This is an optimization exercise on Yosys and OpenROAD, whose aim is small area, not a production implementation.
Where RTL was checked, it was by simulation tests only, not by an equivalence proof against the original.
Power is estimated from default activity; no workload was simulated.

// Matrix_Multiplication
module Matrix_Multiplication (
  input clk, reset,
  input [7:0] a1, a2, a3, a4, b1, b2, b3, b4,
  output [16:0] c1, c2, c3, c4, c5, c6, c7, c8, c9, c10, c11, c12, c13, c14, c15, c16
);
Size in the first run: roughly 460 flip-flops, about 340 I/O pins, ~0.040 mm^2 of cells after synthesis.
==> flow/config.mk <==
export PLATFORM = sky130hd
export DESIGN_NAME = Matrix_Multiplication
export DESIGN_NICKNAME = Matrix_Multiplication
export VERILOG_FILES = /design/flow/design.v
export SDC_FILE = /design/flow/constraint.sdc
export NUM_CORES = 4
export LEC_CHECK = 0
export CAP_MARGIN = 20
export CORE_MARGIN = 2
export CORE_UTILIZATION = 80
export GPL_TIMING_DRIVEN = 0
export SLEW_MARGIN = 20
==> flow/constraint.sdc <==
create_clock -name core_clock -period 8.0 [get_ports {clk}]
set_input_delay 1.6000 -clock core_clock [delete_from_list [all_inputs] [get_ports {clk}]]
set_output_delay 1.6000 -clock core_clock [all_outputs]
set_load 0.01 [all_outputs]
standard.sh (not shown) runs the stock make flow with config.mk's settings and CLKGATE_MAP_FILE= SYNTH_SCRIPT=/design/flow/synth_recipe.tcl, a recipe that flattens the netlist after the stock synthesis.
==> flow/flow/run.sh <==
#!/bin/bash
# Own flow: the standard layout, with the PE's leaf modules mapped one-to-one
# onto standard cells before synthesis (flow/map.py), buf_1 port buffers,
# synthesis buffers removed at floorplan, and the extra ORFS settings listed
# one per line in flow/make_args.  Each tool's output goes to a log here.
set -euo pipefail
python3 flow/map.py design.v > design_mapped.v 2> map.log
EXTRA=()
if [[ -f flow/make_args ]]; then
  while IFS= read -r line; do
    [[ -n "$line" && "$line" != \#* ]] && EXTRA+=("$line")
  done < flow/make_args
fi
bash standard.sh VERILOG_FILES=$PWD/design_mapped.v \
  "BUFFER_PORTS_ARGS=-buffer_cell sky130_fd_sc_hd__buf_1" \
  REMOVE_ABC_BUFFERS=1 "${EXTRA[@]}" \
  finish > standard.log 2>&1
==> flow/flow/make_args <==
CTS_ARGS=-sink_clustering_enable -repair_clock_nets -dont_use_dummy_load -buf_list sky130_fd_sc_hd__clkbuf_8 -sink_clustering_size 15 -sink_clustering_max_diameter 80
Other scripts of this flow, unchanged in this note and not shown: flow/flow/map.py
Edit:
CORE_UTILIZATION = 65   (was 80)
What happened: The new run went through all stages and came out clean; worst hold slack degrades by 0.010 ns; global-route usage falls by 6.9 points; final cell count rises by 3.1%; synthesized cell count is unchanged; combinational power stays flat; power falls by 0.70%; clock-buffer cell count rises by 1; routed wire length rises by 1.1%; design area rises by 0.33%; sequential power is about the same; via count falls by 3.4%.
Edit:
==> flow/flow/make_args (replaced) <==
CTS_ARGS=-sink_clustering_enable -repair_clock_nets -dont_use_dummy_load -buf_list sky130_fd_sc_hd__clkbuf_8 -sink_clustering_size 15 -sink_clustering_max_diameter 120
CORE_UTILIZATION = 55   (was 65)
GPL_ROUTABILITY_DRIVEN = 0   (was unset)
PLACE_DENSITY = 0.75   (was unset)
Result: The changed run finished clean; combinational power hardly moves; area after synthesis does not change; worst hold slack degrades by 0.020 ns; routed wire length went up by 1.9%; fmax rose by about 0.75%; first-iteration DRC count increases by about 33%; non-clock buffer count does not change; worst setup slack gains 0.055 ns; clock-buffer cell count goes down by 3; die area goes up by 18%; synthesized cell count does not change.
Edit:
==> flow/flow/make_args (replaced) <==
CTS_ARGS=-sink_clustering_enable -repair_clock_nets -dont_use_dummy_load -buf_list sky130_fd_sc_hd__clkbuf_8 -sink_clustering_size 17 -sink_clustering_max_diameter 60
CORE_UTILIZATION = 65   (was 55)
GPL_ROUTABILITY_DRIVEN = unset   (was 0)
PLACE_DENSITY = unset   (was 0.75)
After rerunning: Worst hold slack gains 0.028 ns; critical path depth is unchanged; die area falls by about a fifth; combinational power is about the same; first-iteration DRC count came out lower by about a fifth; fmax falls slightly; worst setup slack is worse by 0.049 ns.

Starting RTL as in the previous note.
## Matrix_Multiplication
module Matrix_Multiplication (
  input clk, reset,
  input [7:0] a1, a2, a3, a4, b1, b2, b3, b4,
  output [16:0] c1, c2, c3, c4, c5, c6, c7, c8, c9, c10, c11, c12, c13, c14, c15, c16
);
Settings: LEC_CHECK=0, CAP_MARGIN=20, CORE_MARGIN=2, CORE_UTILIZATION=65, GPL_TIMING_DRIVEN=0, PLACE_DENSITY=0.85, SLEW_MARGIN=20; clock period 8.0 ns.
==> flow/flow/make_args <==
CTS_ARGS=-sink_clustering_enable -repair_clock_nets -dont_use_dummy_load -buf_list sky130_fd_sc_hd__clkbuf_8 -sink_clustering_size 15 -sink_clustering_max_diameter 120
==> flow/flow/map.py <==
#!/usr/bin/env python3
"""Map the leaf modules of the PE netlist (Systolic_fa, Systolic_nand2, ...)
one-to-one onto sky130hd cells.  Reads design.v, writes the mapped design to
stdout.  Each leaf module keeps its name and ports; only its body becomes a
single standard-cell instance with the same function."""
import re, sys

CELLS = {
    'fa':    ("input a, b, ci, output s, co", "sky130_fd_sc_hd__fa_1 c (.A(a), .B(b), .CIN(ci), .SUM(s), .COUT(co));"),
    'ha':    ("input a, b, output s, co", "sky130_fd_sc_hd__ha_1 c (.A(a), .B(b), .SUM(s), .COUT(co));"),
    'nand2': ("input a, b, output y", "sky130_fd_sc_hd__nand2_1 c (.A(a), .B(b), .Y(y));"),
    'and2':  ("input a, b, output y", "sky130_fd_sc_hd__and2_1 c (.A(a), .B(b), .X(y));"),
    'nor2':  ("input a, b, output y", "sky130_fd_sc_hd__nor2_1 c (.A(a), .B(b), .Y(y));"),
    'or2':   ("input a, b, output y", "sky130_fd_sc_hd__or2_1 c (.A(a), .B(b), .X(y));"),
    'xor2':  ("input a, b, output y", "sky130_fd_sc_hd__xor2_1 c (.A(a), .B(b), .X(y));"),
    'xnor2': ("input a, b, output y", "sky130_fd_sc_hd__xnor2_1 c (.A(a), .B(b), .Y(y));"),
    'inv':   ("input a, output y", "sky130_fd_sc_hd__inv_2 c (.A(a), .Y(y));"),
    'nor2b': ("input a, bn, output y", "sky130_fd_sc_hd__nor2b_1 c (.A(a), .B_N(bn), .Y(y));"),
    'or2b':  ("input a, bn, output y", "sky130_fd_sc_hd__or2b_1 c (.A(a), .B_N(bn), .X(y));"),
}

src = open(sys.argv[1]).read()
n = 0
for m, (ports, body) in CELLS.items():
    pat = re.compile(r'\bmodule\s+Systolic_' + m + r'\b.*?\bendmodule\b', re.S)
    src, k = pat.subn(f"module Systolic_{m} ({ports});\n  {body}\nendmodule", src)
    n += k
sys.stdout.write(src)
print(f"map.py: mapped {n} leaf modules", file=sys.stderr)
Scripts as last shown in full above: flow/flow/run.sh
The first run went through all stages and came out clean.
==> next run, changes <==
==> flow/flow/make_args (replaced) <==
CTS_ARGS=-sink_clustering_enable -repair_clock_nets -dont_use_dummy_load -buf_list sky130_fd_sc_hd__clkbuf_16 -sink_clustering_size 24 -sink_clustering_max_diameter 100
- PLACE_DENSITY: 0.85 -> not set
Outcome:
- The new run ran to the end with no violations
- worst hold slack is worse by 3.5 ps
- worst setup slack is worse by 74 ps
- wire length shrinks by about 2.4%

Matrix_Multiplication again, from the RTL that the note above started with.
export LEC_CHECK = 0
export CAP_MARGIN = 20
export CORE_MARGIN = 2
export CORE_UTILIZATION = 65
export GPL_TIMING_DRIVEN = 0
export SLEW_MARGIN = 20
create_clock -name core_clock -period 8.0 [get_ports {clk}]
==> flow/flow/make_args <==
CTS_ARGS=-sink_clustering_enable -repair_clock_nets -dont_use_dummy_load -buf_list sky130_fd_sc_hd__clkbuf_8 -sink_clustering_size 18 -sink_clustering_max_diameter 70
Scripts as last shown in full above: flow/flow/run.sh, flow/flow/map.py
==> next run, changes <==
==> flow/flow/make_args (replaced) <==
CTS_ARGS=-sink_clustering_enable -repair_clock_nets -dont_use_dummy_load -buf_list sky130_fd_sc_hd__clkbuf_8 -sink_clustering_size 15 -sink_clustering_max_diameter 120
Effect: Sequential power hardly moves. Cell area stays flat. Cell count barely changes. Wire length stays flat. Sequential cell count does not change. Die area is unchanged.
==> next run, changes <==
==> flow/flow/make_args (replaced) <==
CTS_ARGS=-sink_clustering_enable -dont_use_dummy_load -buf_list sky130_fd_sc_hd__clkbuf_8 -sink_clustering_size 16 -sink_clustering_max_diameter 90
=> Worst setup slack is worse by 0.032 ns. Utilization stays the same. Via count stays flat. Area after synthesis does not change. Design area does not change. Clock power is about the same. Worst hold slack gets worse by 0.0098 ns. Combinational power is about the same.

Matrix_Multiplication, a different RTL version from the one above (not shown whole).
For scale: ~41,000 µm² of cells after synthesis.
Design Matrix_Multiplication, start of the top module:
module Matrix_Multiplication (
  input clk, reset,
  input [7:0] a1, a2, a3, a4, b1, b2, b3, b4,
  output [16:0] c1, c2, c3, c4, c5, c6, c7, c8, c9, c10, c11, c12, c13, c14, c15, c16
);
clock: 8.0 ns
lec_check: 0
cap_margin: 20
core_margin: 2
core_utilization: 65
slew_margin: 20
==> flow/flow/make_args <==
CTS_ARGS=-sink_clustering_enable -repair_clock_nets -dont_use_dummy_load -buf_list sky130_fd_sc_hd__clkbuf_4
==> flow/flow/map.py <==
#!/usr/bin/env python3
"""Map the leaf modules of the PE netlist (Systolic_fa, Systolic_nand2, ...)
one-to-one onto sky130hd cells.  Reads design.v, writes the mapped design to
stdout.  Each leaf module keeps its name and ports; only its body becomes a
single standard-cell instance with the same function."""
import re, sys

CELLS = {
    'fa':    ("input a, b, ci, output s, co", "sky130_fd_sc_hd__fa_1 c (.A(a), .B(b), .CIN(ci), .SUM(s), .COUT(co));"),
    'ha':    ("input a, b, output s, co", "sky130_fd_sc_hd__ha_1 c (.A(a), .B(b), .SUM(s), .COUT(co));"),
    'nand2': ("input a, b, output y", "sky130_fd_sc_hd__nand2_1 c (.A(a), .B(b), .Y(y));"),
    'and2':  ("input a, b, output y", "sky130_fd_sc_hd__and2_1 c (.A(a), .B(b), .X(y));"),
    'nor2':  ("input a, b, output y", "sky130_fd_sc_hd__nor2_1 c (.A(a), .B(b), .Y(y));"),
    'or2':   ("input a, b, output y", "sky130_fd_sc_hd__or2_1 c (.A(a), .B(b), .X(y));"),
    'xor2':  ("input a, b, output y", "sky130_fd_sc_hd__xor2_1 c (.A(a), .B(b), .X(y));"),
    'xnor2': ("input a, b, output y", "sky130_fd_sc_hd__xnor2_1 c (.A(a), .B(b), .Y(y));"),
    'inv':   ("input a, output y", "sky130_fd_sc_hd__inv_1 c (.A(a), .Y(y));"),
}

src = open(sys.argv[1]).read()
n = 0
for m, (ports, body) in CELLS.items():
    pat = re.compile(r'\bmodule\s+Systolic_' + m + r'\b.*?\bendmodule\b', re.S)
    src, k = pat.subn(f"module Systolic_{m} ({ports});\n  {body}\nendmodule", src)
    n += k
sys.stdout.write(src)
print(f"map.py: mapped {n} leaf modules", file=sys.stderr)
Scripts as last shown in full above: flow/flow/run.sh
Next try:
==> flow/flow/run.sh (replaced) <==
#!/bin/bash
# Own flow: the standard layout, with the PE's leaf modules mapped one-to-one
# onto standard cells before synthesis, buf_1 port buffers and synthesis
# buffers removed at floorplan.  Each tool's output goes to a log in this folder.
set -euo pipefail
python3 flow/map.py design.v > design_mapped.v 2> map.log
EXTRA=()
[[ -f flow/cts_args ]] && EXTRA+=("CTS_ARGS=$(cat flow/cts_args)")
bash standard.sh VERILOG_FILES=$PWD/design_mapped.v \
  "BUFFER_PORTS_ARGS=-buffer_cell sky130_fd_sc_hd__buf_1" \
  REMOVE_ABC_BUFFERS=1 "${EXTRA[@]}" \
  finish > standard.log 2>&1
CORE_UTILIZATION = 40   (was 65)
removed: flow/flow/make_args
Routed wire length grows by 8.1%.
Die area went up by 61%.
Via count decreases by 1.1%.
Next try:
==> flow/flow/run.sh (replaced) <==
#!/bin/bash
# Own flow: the standard layout, with the PE's leaf modules mapped one-to-one
# onto standard cells before synthesis (flow/map.py), buf_1 port buffers,
# synthesis buffers removed at floorplan, and the extra ORFS settings listed
# one per line in flow/make_args.  Each tool's output goes to a log here.
set -euo pipefail
python3 flow/map.py design.v > design_mapped.v 2> map.log
EXTRA=()
if [[ -f flow/make_args ]]; then
  while IFS= read -r line; do
    [[ -n "$line" && "$line" != \#* ]] && EXTRA+=("$line")
  done < flow/make_args
fi
bash standard.sh VERILOG_FILES=$PWD/design_mapped.v \
  "BUFFER_PORTS_ARGS=-buffer_cell sky130_fd_sc_hd__buf_1" \
  REMOVE_ABC_BUFFERS=1 "${EXTRA[@]}" \
  finish > standard.log 2>&1
==> flow/flow/make_args (new file) <==
CTS_ARGS=-sink_clustering_enable -repair_clock_nets -dont_use_dummy_load -buf_list sky130_fd_sc_hd__clkbuf_8 -sink_clustering_size 20 -sink_clustering_max_diameter 60
CORE_UTILIZATION = 65   (was 40)
GPL_TIMING_DRIVEN = 0   (was default)
Outcome:
- clock skew came out higher by 0.046 ns
- worst setup slack degrades by 0.054 ns
- hold slack gains 0.0078 ns
Next try:
==> flow/flow/run.sh (replaced) <==
#!/bin/bash
# Own flow: the standard layout, with the PE's leaf modules mapped one-to-one
# onto standard cells before synthesis, buf_1 port buffers and synthesis
# buffers removed at floorplan.  Each tool's output goes to a log in this folder.
set -euo pipefail
python3 flow/map.py design.v > design_mapped.v 2> map.log
EXTRA=()
[[ -f flow/cts_args ]] && EXTRA+=("CTS_ARGS=$(cat flow/cts_args)")
bash standard.sh VERILOG_FILES=$PWD/design_mapped.v \
  "BUFFER_PORTS_ARGS=-buffer_cell sky130_fd_sc_hd__buf_1" \
  REMOVE_ABC_BUFFERS=1 "${EXTRA[@]}" \
  finish > standard.log 2>&1
==> flow/flow/cts_args (new file) <==
-sink_clustering_enable -repair_clock_nets -dont_use_dummy_load -buf_list sky130_fd_sc_hd__clkbuf_4
CORE_UTILIZATION = 40   (was 65)
GPL_TIMING_DRIVEN = default   (was 0)
removed: flow/flow/make_args
Outcome: The changed run passed the timing, design-rule and antenna checks; cell count went up by about a fifth; cell area climbs by a few percent; wire length climbs by about a fifth; global-route usage fell by 8.8 points; sequential share of layout area came out lower by 1.2 points; hold slack gets worse by 0.010 ns; core utilization is lower by 24 points; synthesized area stays the same; combinational power climbs by a few percent; die area rises by well over a third.
Next try:
==> flow/flow/run.sh (replaced) <==
#!/bin/bash
# Own flow: the standard layout, with the PE's leaf modules mapped one-to-one
# onto standard cells before synthesis (flow/map.py), buf_1 port buffers,
# synthesis buffers removed at floorplan, and the extra ORFS settings listed
# one per line in flow/make_args.  Each tool's output goes to a log here.
set -euo pipefail
python3 flow/map.py design.v > design_mapped.v 2> map.log
EXTRA=()
if [[ -f flow/make_args ]]; then
  while IFS= read -r line; do
    [[ -n "$line" && "$line" != \#* ]] && EXTRA+=("$line")
  done < flow/make_args
fi
bash standard.sh VERILOG_FILES=$PWD/design_mapped.v \
  "BUFFER_PORTS_ARGS=-buffer_cell sky130_fd_sc_hd__buf_1" \
  REMOVE_ABC_BUFFERS=1 "${EXTRA[@]}" \
  finish > standard.log 2>&1
==> flow/flow/make_args (new file) <==
CTS_ARGS=-sink_clustering_enable -repair_clock_nets -dont_use_dummy_load -buf_list sky130_fd_sc_hd__clkbuf_4
CORE_UTILIZATION = 65   (was 40)
GPL_TIMING_DRIVEN = 0   (was default)
removed: flow/flow/cts_args
=> Utilization rose by 24 points. Synthesized cell count is unchanged. Routed wire length fell by roughly a tenth. Setup slack got worse by 0.22 ns. Final area fell by a few percent. Worst hold slack barely changes.
No run of this note included a check of the RTL's function; only the layout flow was run.

-- port drivers added, routing unchanged --
How much do the figures lean on ideal ports? The routed layouts below were timed once more, with nothing changed but the port constraints. Step 1 assumes that a clkbuf_16 drives the clock port and a buf_2 every other input. Step 2, shift: input delay + t, output delay - t, t = (earliest + latest rising clock arrival at the registers) / 2. This alone moves slack from input paths to output paths. a / b / c = ideal ports / drivers / drivers and shift; a / b = the first two.
run | shift t [ns] | slack for setup (ns) | hold slack, ns | worst data-port slew with drivers (ns) | cell pins on the clock port's net
the first run of note 1 | 0.686 | 0.552 / 0.585 / -0.101 | 0.410 / 0.410 / 0.410 | 0.04 | 1
the second run of note 1 | 0.686 | 0.526 / 0.570 / -0.116 | 0.400 / 0.400 / 0.400 | 0.05 | 1
the third run of note 1 | 0.676 | 0.582 / 0.623 / -0.054 | 0.380 / 0.380 / 0.380 | 0.04 | 1
the fourth run of note 1 | 0.720 | 0.533 / 0.569 / -0.151 | 0.408 / 0.408 / 0.408 | 0.05 | 1
the first run of note 2 | 0.686 | 0.582 / 0.598 / -0.088 | 0.424 / 0.424 / 0.424 | 0.06 | 1
the second run of note 2 | 0.659 | 0.508 / 0.549 / -0.110 | 0.420 / 0.420 / 0.420 | 0.05 | 1
the first run of note 3 | 0.703 | 0.499 / 0.542 / -0.160 | 0.386 / 0.386 / 0.386 | 0.05 | 1
the second run of note 3 | 0.677 | 0.533 / 0.569 / -0.108 | 0.421 / 0.421 / 0.421 | 0.05 | 1
the third run of note 3 | 0.676 | 0.500 / 0.536 / -0.140 | 0.412 / 0.412 / 0.412 | 0.05 | 1
the first run of note 4 | 0.998 | 0.437 / 0.469 / -0.529 | 0.469 / 0.469 / 0.469 | 0.08 | 1
the second run of note 4 | 0.717 | 0.248 / 0.290 / -0.427 | 0.467 / 0.467 / 0.467 | 0.15 | 1
the third run of note 4 | 0.714 | 0.195 / 0.222 / -0.492 | 0.475 / 0.475 / 0.475 | 0.08 | 1
the fourth run of note 4 | 1.043 | 0.467 / 0.490 / -0.553 | 0.464 / 0.464 / 0.464 | 0.15 | 1
the fifth run of note 4 | 1.004 | 0.247 / 0.245 / -0.759 | 0.467 / 0.467 / 0.467 | 0.08 | 1
With both steps, setup timing fails in every run listed, where it was met with ideal ports. For the fourth run of note 4, which loses most, drivers alone change the setup slack by +0.023 ns; drivers and shift together by -1.020 ns.
